This design comes from an exercise in tuning for small area, a short achievable clock period and few clock cycles on the open sky130 flow, not from production work.
Power and IR drop assume default switching activity.

## R
Design procik, start of the top module:
module procik (clock, reset,
               mem_addr, mem_din, mem_dout, mem_csb, mem_web, halted);
==> module procik, before the edit <==
module procik (clock, reset,
               mem_addr, mem_din, mem_dout, mem_csb, mem_web, halted);
input clock, reset;
output [7:0] mem_addr;
output [15:0] mem_din;
input [15:0] mem_dout;
output mem_csb, mem_web;
output halted;
localparam [2:0] S_A = 3'd0, S_B = 3'd1, S_C = 3'd2, S_C2 = 3'd3, S_D = 3'd4, S_H = 3'd5;
reg [2:0] state;
reg [7:0] addr_q;       
reg [7:0] pc;           
reg csb_q, we_q;         
reg [15:0] din_q;
reg halted_q;
reg stale_q;            
reg ld_q;               
reg [2:0] ldr_q;        
reg wb_q;               
reg [2:0] wbr_q;        
reg [15:0] r [0:7];     
assign mem_addr = addr_q;
assign mem_din = din_q;
assign mem_csb = csb_q;
assign mem_web = !we_q;
assign halted = halted_q;
wire is_load  = (mem_dout[15:12] == 4'd1);
wire is_store = (mem_dout[15:12] == 4'd2);
wire is_halt  = !is_load && !is_store;
wire [2:0] rsel = mem_dout[10:8];
wire fwd = (state == S_C2);
wire [7:0] rhot = (8'd1 << rsel) & {8{!fwd}};
reg [15:0] rdata;
integer k;
always @(*) begin
  rdata = fwd ? mem_dout : 16'd0;
  for (k = 0; k < 8; k = k + 1)
    rdata = rdata | (r[k] & {16{rhot[k]}});
end
wire [7:0] inc = pc + 8'd1;
wire hazard = ld_q && is_store && (ldr_q == rsel);
wire [15:0] wdata = mem_dout & {16{!reset}};
integer j;
always @(posedge clock)
  for (j = 0; j < 8; j = j + 1)
    if (reset || (wb_q && wbr_q == j)) r[j] <= wdata;
always @(posedge clock)
  din_q <= rdata;
always @(posedge clock)
  wbr_q <= ldr_q;
always @(posedge clock)
  ldr_q <= rsel;
always @(posedge clock or posedge reset)
  if (reset) begin
    state <= S_A;
    addr_q <= 8'd0;
    pc <= 8'd0;
    csb_q <= 1'b0;
    we_q <= 1'b0;
    halted_q <= 1'b0;
    stale_q <= 1'b0;
    ld_q <= 1'b0;
    wb_q <= 1'b0;
  end else begin
    wb_q <= ld_q;
    ld_q <= 1'b0;
    case (state)
      S_A: begin
        addr_q <= inc;
        pc <= inc;
        csb_q <= 1'b0;
        we_q <= 1'b0;
        state <= S_B;
      end
      S_B: begin
        if (is_halt) begin
          csb_q <= 1'b1;
          we_q <= 1'b0;
          halted_q <= 1'b1;
          state <= S_H;
        end else begin
          addr_q <= mem_dout[7:0];
          csb_q <= 1'b0;
          we_q <= is_store;
          ld_q <= is_load;
          stale_q <= is_store && (mem_dout[7:0] == addr_q);
          state <= S_C;
        end
      end
      S_C: begin
        if (stale_q) begin
          addr_q <= pc;
          csb_q <= 1'b0;
          we_q <= 1'b0;
          state <= S_A;
        end else if (is_halt) begin
          csb_q <= 1'b1;
          we_q <= 1'b0;
          halted_q <= 1'b1;
          state <= S_H;
        end else begin
          addr_q <= mem_dout[7:0];
          pc <= inc;
          if (hazard) begin
            csb_q <= 1'b1;
            we_q <= 1'b0;
            state <= S_C2;
          end else begin
            csb_q <= 1'b0;
            we_q <= is_store;
            ld_q <= is_load;
            state <= S_D;
          end
        end
      end
      S_C2: begin
        csb_q <= 1'b0;
        we_q <= 1'b1;
        state <= S_D;
      end
      S_D: begin
        addr_q <= pc;
        csb_q <= 1'b0;
        we_q <= 1'b0;
        state <= S_A;
      end
      default: begin
        csb_q <= 1'b1;
        we_q <= 1'b0;
      end
    endcase
  end
endmodule
clock: 5.0 ns
lec_check: 0
cap_margin: 20
core_margin: 2
core_utilization: 40
cts_buf_list: sky130_fd_sc_hd__clkbuf_4 sky130_fd_sc_hd__clkbuf_8
setup_slack_margin: 3.0
slew_margin: 20
run.sh (not shown) runs the stock make flow with config.mk's settings and CLKGATE_MAP_FILE= SYNTH_SCRIPT=/design/flow/synth_recipe.tcl, a recipe that flattens the netlist after the stock synthesis.
--- input diff R..P ---
==> flow/design.v <==
module procik (clock, reset,
               mem_addr, mem_din, mem_dout, mem_csb, mem_web, halted);
input clock, reset;
output [7:0] mem_addr;
output [15:0] mem_din;
input [15:0] mem_dout;
output mem_csb, mem_web;
output halted;
localparam [2:0] S_A = 3'd0, S_B = 3'd1, S_C = 3'd2, S_C2 = 3'd3, S_D = 3'd4, S_H = 3'd5;
reg [2:0] state;
reg [7:0] addr_q;       
reg [7:0] pc;           
reg csb_q, web_q;
reg [15:0] din_q;
reg halted_q;
reg stale_q;            
reg ld_q;               
reg [2:0] ldr_q;        
reg wb_q;               
reg [2:0] wbr_q;        
reg [15:0] r [0:7];     
reg [7:0] valid;
assign mem_addr = addr_q;
assign mem_din = din_q;
assign mem_csb = csb_q;
assign mem_web = web_q;
assign halted = halted_q;
wire is_load  = (mem_dout[15:12] == 4'd1);
wire is_store = (mem_dout[15:12] == 4'd2);
wire is_halt  = !is_load && !is_store;
wire [2:0] rsel = mem_dout[10:8];
wire fwd = (state == S_C2);
wire [7:0] rhot = ((8'd1 << rsel) & valid) & {8{!fwd}};
reg [15:0] rdata;
integer k;
always @(*) begin
  rdata = fwd ? mem_dout : 16'd0;
  for (k = 0; k < 8; k = k + 1)
    rdata = rdata | (r[k] & {16{rhot[k]}});
end
wire [7:0] inc = pc + 8'd1;
wire hazard = ld_q && is_store && (ldr_q == rsel);
always @(posedge clock)
  if (wb_q) r[wbr_q] <= mem_dout;
always @(posedge clock or posedge reset)
  if (reset) valid <= 8'd0;
  else if (wb_q) valid[wbr_q] <= 1'b1;
always @(posedge clock)
  din_q <= rdata;
always @(posedge clock)
  wbr_q <= ldr_q;
always @(posedge clock)
  ldr_q <= rsel;
always @(posedge clock or posedge reset)
  if (reset) begin
    state <= S_A;
    addr_q <= 8'd0;
    pc <= 8'd0;
    csb_q <= 1'b0;
    web_q <= 1'b1;
    halted_q <= 1'b0;
    stale_q <= 1'b0;
    ld_q <= 1'b0;
    wb_q <= 1'b0;
  end else begin
    wb_q <= ld_q;
    ld_q <= 1'b0;
    case (state)
      S_A: begin
        addr_q <= inc;
        pc <= inc;
        csb_q <= 1'b0;
        web_q <= 1'b1;
        state <= S_B;
      end
      S_B: begin
        if (is_halt) begin
          csb_q <= 1'b1;
          web_q <= 1'b1;
          halted_q <= 1'b1;
          state <= S_H;
        end else begin
          addr_q <= mem_dout[7:0];
          csb_q <= 1'b0;
          web_q <= !is_store;
          ld_q <= is_load;
          stale_q <= is_store && (mem_dout[7:0] == addr_q);
          state <= S_C;
        end
      end
      S_C: begin
        if (stale_q) begin
          addr_q <= pc;
          csb_q <= 1'b0;
          web_q <= 1'b1;
          state <= S_A;
        end else if (is_halt) begin
          csb_q <= 1'b1;
          web_q <= 1'b1;
          halted_q <= 1'b1;
          state <= S_H;
        end else begin
          addr_q <= mem_dout[7:0];
          pc <= inc;
          if (hazard) begin
            csb_q <= 1'b1;
            web_q <= 1'b1;
            state <= S_C2;
          end else begin
            csb_q <= 1'b0;
            web_q <= !is_store;
            ld_q <= is_load;
            state <= S_D;
          end
        end
      end
      S_C2: begin
        csb_q <= 1'b0;
        web_q <= 1'b0;
        state <= S_D;
      end
      S_D: begin
        addr_q <= pc;
        csb_q <= 1'b0;
        web_q <= 1'b1;
        state <= S_A;
      end
      default: begin
        csb_q <= 1'b1;
        web_q <= 1'b1;
      end
    endcase
  end
endmodule
==> notes.md <==
- Taking R as the reference, in P proportion of final cell area spent on non-clock buffers increased 1.7 points, final area increased about 2%, switching component of the power decreased 18%, post-detailed-routing wire length decreased about 1%, proportion of total power due to net switching decreased 5.0 points.
- P ended with more quantity of gates resized following cts than R.
- For the number of global-route vias before repair, P came in 45 higher than R did.
- Compared with R, P shows a fraction of final layout cells with drive strength greater than 1 that is 1.8 points lower.
- Looking at path length in cells of the critical path across R and P, the one that comes out lower is P.
- Looking only at final-layout clock-cell area share, and setting everything else aside, the higher value of R and P goes to P.
- Synthesized area per cell delta for P relative to R: 0.18 um2 lower
- Synthesized cell count sits higher in P than in R.
- R has lower clock share of power than P.
- ~same clock period minus worst slack in R and P
No run of this note included a check of the RTL's function; only the layout flow was run.

-- separate check: timing with driven ports --
The results above use ideal ports. As a check the final layouts listed here were re-extracted and re-timed, cells and wires unchanged. Step 1 assumes that a clkbuf_16 drives the clock port and a buf_2 every other input. Step 2, shift: input delay + t, output delay - t, t = (earliest + latest rising clock arrival at the registers) / 2. This alone moves slack from input paths to output paths. Slacks: no drivers / after step 1 / after step 2; pairs: no drivers / after step 1.
| run | t, ns | setup slack, ns | worst hold slack (ns) | latest minus earliest clock arrival (ns) | worst register clock-pin slew, ns |
|---|---|---|---|---|---|
| R | 0.489 | 2.912 / 2.927 / 2.438 | 0.371 / 0.371 / 0.371 | 0.017 / 0.017 | 0.10 / 0.10 |
| P | 0.505 | 2.910 / 2.874 / 2.399 | 0.380 / 0.380 / 0.380 | 0.021 / 0.020 | 0.10 / 0.10 |
After both steps setup and hold are still met in every run listed. For P, which loses most, drivers alone change the setup slack by -0.036 ns; drivers and shift together by -0.511 ns.
